From an optimization exercise on the open Yosys and OpenROAD flow, aimed at small area, a short achievable clock period and few clock cycles; shortcuts taken in it are not production practice.
Function was checked by simulation only, so behaviour that the tests miss may differ from the original.

== tundra ==
==> flow/design.v (excerpt) <==
module cpu (
    input  wire        clk,
    input  wire        reset,
    output wire [31:0] mem_addr,
    output wire [31:0] mem_wdata,
    output wire        mem_we,
    input  wire [31:0] mem_rdata
);
    reg  [31:0] ma;                  
    reg  [31:0] wd;                  
    reg         we;                  
    reg         isf0, isf1, isf2;    
    reg  [31:0] fsave;               
    reg  [31:0] pc;                  
    reg  [31:0] ir;
    reg         irv;
    reg         boot;                
    reg         l1v, l2v, l3v;
    reg  [4:0]  l1r, l2r, l3r;
    reg  [1:0]  l1t, l2t, l3t;       
    reg  [1:0]  sk;                  
    reg  [1:0]  rmw;                 
    reg         rmwh;                
    reg  [31:0] da;                  
    reg  [31:0] rf [0:31];           
    reg  [31:0] rv;                  
    assign mem_addr  = ma;
    assign mem_wdata = wd;
    assign mem_we    = we;
    wire [5:0]  op  = ir[31:26];
    wire [4:0]  rs  = ir[25:21];
    wire [4:0]  rt  = ir[20:16];
    wire [4:0]  rd  = ir[15:11];
    wire [4:0]  sh  = ir[10:6];
    wire [5:0]  fn  = ir[5:0];
    wire [15:0] imm = ir[15:0];
    wire [31:0] sext = {{16{imm[15]}}, imm};
    wire rtype  = (op == 6'h00);
    wire r_add  = rtype & (fn == 6'h20);
    wire r_sub  = rtype & (fn == 6'h22);
    wire r_and  = rtype & (fn == 6'h24);
    wire r_slt  = rtype & (fn == 6'h2A);
    wire r_sll  = rtype & (fn == 6'h00);
    wire r_srl  = rtype & (fn == 6'h02);
    wire r_sra  = rtype & (fn == 6'h03);
    wire r_sllv = rtype & (fn == 6'h04);
    wire r_srav = rtype & (fn == 6'h07);
    wire r_jr   = rtype & (fn == 6'h08);
    wire r_brk  = rtype & (fn == 6'h0D);
    wire i_addi = (op == 6'h08) | (op == 6'h09);
    wire i_slti = (op == 6'h0A);
    wire i_lui  = (op == 6'h0F);
    wire i_ld   = (op == 6'h23) | (op == 6'h21) | (op == 6'h20);
    wire i_sw   = (op == 6'h2A);
    wire i_sp   = (op == 6'h29) | (op == 6'h28);     
    wire i_br   = (op[5:2] == 4'b0001);              
  ...
Size in the first run: roughly 5100 cells after synthesis, roughly 1300 flip-flops, ~99 I/O pins.
export LEC_CHECK = 0
export CAP_MARGIN = 20
export CORE_MARGIN = 2
export CORE_UTILIZATION = 40
export SLEW_MARGIN = 20
create_clock -name core_clock -period 22.0 [get_ports {clk}]
standard.sh (not shown) runs the stock make flow with config.mk's settings and CLKGATE_MAP_FILE= SYNTH_SCRIPT=/design/flow/synth_recipe.tcl, a recipe that flattens the netlist after the stock synthesis.
==> flow/flow/run.sh <==
#!/bin/bash
# Own layout flow: the standard synthesis unchanged, then the standard
# layout with a larger setup-slack margin for ORFS's repair_timing, so that the
# layout is optimised for a clock well below the 22 ns it is signed off at.
# Each step's full output goes to a log file in the work folder.
set -euo pipefail
bash standard.sh synth > synth.log 2>&1
bash standard.sh SETUP_SLACK_MARGIN=16 finish > layout.log 2>&1
tundra: complete, dirty (capacitance limit, slew limit)
Testbench counts of tundra, summed over its fixed seeds: cycles 28,911.
diff inputs: tundra => ember
--- a/flow/design.v
+++ b/flow/design.v
@@ -10,23 +10,22 @@
     reg  [31:0] wd;                  
     reg         we;                  
     reg         isf0, isf1, isf2;    
     reg  [31:0] fsave;               
     reg  [31:0] pc;                  
     reg  [31:0] ir;
     reg         irv;
     reg         boot;                
     reg         l1v, l2v, l3v;
     reg  [4:0]  l1r, l2r, l3r;
     reg  [1:0]  l1t, l2t, l3t;       
-    reg  [1:0]  sk;                  
     reg  [1:0]  rmw;                 
     reg         rmwh;                
     reg  [31:0] da;                  
     reg  [31:0] rf [0:31];           
     reg  [31:0] rv;                  
     assign mem_addr  = ma;
     assign mem_wdata = wd;
     assign mem_we    = we;
     wire [5:0]  op  = ir[31:26];
     wire [4:0]  rs  = ir[25:21];
     wire [4:0]  rt  = ir[20:16];
@@ -77,32 +76,26 @@
     wire e_ok = irv & ~hz1 & ~hz2 & ~hz3 & ~hzm & ~r_brk;
     wire use_imm = i_addi | i_slti | i_ld | i_sw | i_sp;
     wire do_sub  = r_sub | r_slt | i_slti | i_br;
     wire [31:0] bop = use_imm ? sext : rb;
     wire [31:0] sum = ra + (do_sub ? ~bop : bop) + {31'd0, do_sub};
     wire lt = (ra[31] ^ bop[31]) ? ra[31] : sum[31];
     wire eq = (ra == rb);
     wire [31:0] shv = (r_sllv | r_srav) ? ra : rb;
     wire [4:0]  sha = (r_sllv | r_srav) ? rb[4:0] : sh;
     wire        sh_left  = r_sll | r_sllv;
     wire        sh_arith = r_sra | r_srav;
-    function [31:0] rev(input [31:0] x);
-        integer k;
-        begin
-            for (k = 0; k < 32; k = k + 1) rev[k] = x[31-k];
-        end
-    endfunction
-    wire [31:0] shx  = sh_left ? rev(shv) : shv;
-    wire        shf  = sh_arith & shv[31];
-    wire [63:0] shy  = {{32{shf}}, shx} >> sha;
-    wire [31:0] shres = sh_left ? rev(shy[31:0]) : shy[31:0];
+    wire [31:0] shl = shv << sha;
+    wire signed [31:0] sra = $signed(shv) >>> sha;
+    wire [31:0] shr = sh_arith ? sra : (shv >> sha);
+    wire [31:0] shres = sh_left ? shl : shr;
     wire [31:0] pc4 = pc + 32'd4;
     wire [31:0] pc8 = pc + 32'd8;
     wire [3:0]  pc8h = pc8[31:28];
     reg [31:0] res;
     always @(*) begin
         if (r_and)               res = ra & rb;
         else if (r_slt | i_slti) res = {31'd0, lt};
         else if (i_lui)          res = {imm, 16'd0};
         else if (r_shift)        res = shres;
         else if (i_jal)          res = pc4;
         else                     res = sum;
@@ -111,33 +104,28 @@
     always @(*) begin
         case (op[1:0])
             2'b00: taken = eq;           
             2'b01: taken = ~eq;          
             2'b10: taken = lt | eq;      
             default: taken = ~(lt | eq);  
         endcase
     end
     wire [31:0] btgt = pc4 + {sext[29:0], 2'b00};
     wire [31:0] jtgt = {pc4[31:28], ir[25:0], 2'b00};
     wire [31:0] tgt  = r_jr ? ra : btgt;
-    wire [1:0] nfl  = {1'b0, isf2} + {1'b0, isf1} + {1'b0, isf0};    
-    wire short_br   = (imm[15:2] == 14'd0) & (imm[1:0] != 2'd0) & (imm[1:0] < nfl);
-    wire btaken     = e_ok & i_br & taken;
-    wire skip       = btaken & short_br;
-    wire redirect   = (btaken & ~short_br) | (e_ok & r_jr);
-    wire skipping   = skip | (sk != 2'd0);           
+    wire redirect = e_ok & ((i_br & taken) | r_jr);
     wire consume  = e_ok;
     wire memop    = e_ok & e_mem;
     wire ir_free  = ~irv | consume;
-    wire ir_load  = isf2 & ~redirect & ~skipping & ir_free;
-    wire drop     = isf2 & ~redirect & ~skipping & ~ir_free;
+    wire ir_load  = isf2 & ~redirect & ir_free;
+    wire drop     = isf2 & ~redirect & ~ir_free;
     wire pj       = ir_load & (mem_rdata[31:27] == 5'b00001);
     wire [3:0]  pjh = irv ? pc8h : pc4[31:28];           
     wire [31:0] pjt = {pjh, mem_rdata[25:0], 2'b00};
     wire kill     = redirect | drop | pj;
     wire [31:0] fpc = isf0 ? ma + 32'd4 : fsave;
     wire [31:0] fa  = redirect ? tgt : (pj ? pjt : (drop ? pc4 : fpc));
     reg [31:0] ldata;
     always @(*) begin
         case (l3t)
             2'd2:    ldata = mem_rdata;
             2'd1:    ldata = {16'd0, mem_rdata[15:0]};
@@ -159,45 +147,42 @@
             ma   <= 32'd0;
             we   <= 1'b0;
             isf0 <= 1'b1;
             isf1 <= 1'b0;
             isf2 <= 1'b0;
             irv  <= 1'b0;
             boot <= 1'b1;
             l1v  <= 1'b0;
             l2v  <= 1'b0;
             l3v  <= 1'b0;
             rmw  <= 2'd0;
-            sk   <= 2'd0;
         end else begin
-            if (skip)            sk <= imm[1:0] - {1'b0, isf2};
-            else if (isf2 & (sk != 2'd0)) sk <= sk - 2'd1;
             ma   <= rmw_end ? da : (memop ? sum : fa);
             we   <= (e_ok & i_sw) | rmw_end;
             isf0 <= ~(memop | rmw_end);
             isf1 <= isf0 & ~kill;
             isf2 <= isf1 & ~kill;
             if (ir_load)      irv <= 1'b1;
             else if (consume) irv <= 1'b0;
             boot <= 1'b0;
             l1v  <= e_ok & i_ld;
             l2v  <= l1v;
             l3v  <= l2v;
             if (e_ok & i_sp)  rmw <= 2'd1;
             else if (rmw != 2'd0) rmw <= rmw + 2'd1;
         end
     end
     always @(posedge clk) begin
         fsave <= fa;
         if (boot)          pc <= 32'd0;
-        else if (redirect | skip) pc <= tgt;
+        else if (redirect) pc <= tgt;
         else if (consume)  pc <= (i_j | i_jal) ? jtgt : pc4;
         if (ir_load) begin
             ir  <= mem_rdata;
         end
         l1r <= rt;
         l1t <= op[1] ? 2'd2 : (op[0] ? 2'd1 : 2'd0);
         l2r <= l1r;  l2t <= l1t;
         l3r <= l2r;  l3t <= l2t;
         if (e_ok & i_sp) begin
             da   <= sum;
             rmwh <= op[0];
### Flow results
Layout checks on tundra: not met. Flow itself completed; violations: capacitance limit, slew limit.
The final layout from ember, which completed every stage, passed the timing, DRC and antenna checks at the end of the flow.
Min worst endpoint required time across tundra and ember: ember
ember vs. tundra: number of max-slew violations in the final report went down 3, total clock sinks held.
On met3 routing resource usage after global routing, the higher figure sits with ember, not tundra.
Of tundra and ember, the lower antenna diode count belongs to ember.
Measured against each other, tundra and ember differ in global-route usage, the higher figure coming from ember.
Compared with tundra, in ember critical path depth picked up an extra 9, sequential cell area in the final layout roughly the same.
Testbench counts of ember, summed over its fixed seeds: cycles 29,288.

==> port drivers added, routing unchanged <==
In the flow no input, the clock included, has a driving cell. The finished layouts below were timed again as built, in two steps. Step 1 (the two cells are an assumption about what drives the block):
set clk [get_ports {clk}]
set_driving_cell -lib_cell sky130_fd_sc_hd__clkbuf_16 $clk
set_driving_cell -lib_cell sky130_fd_sc_hd__buf_2 [delete_from_list [all_inputs] $clk]
Step 2 times the ports against the registers' clock, not the clock port: input delays grow and output delays shrink by t, the midpoint of the rising clock arrivals with the driver on. a / b / c = ideal / step 1 / step 2; a / b = the first two.
| run | t (ns) | setup slack, ns | worst data-port slew with drivers (ns) |
|---|---|---|---|
| tundra | 0.898 | 15.405 / 15.405 / 14.722 | 0.07 |
| ember | 0.906 | 15.656 / 15.656 / 15.074 | 0.06 |
The setup slack of tundra, which loses most, moves by 0.000 ns with the drivers and by -0.683 ns with both steps.
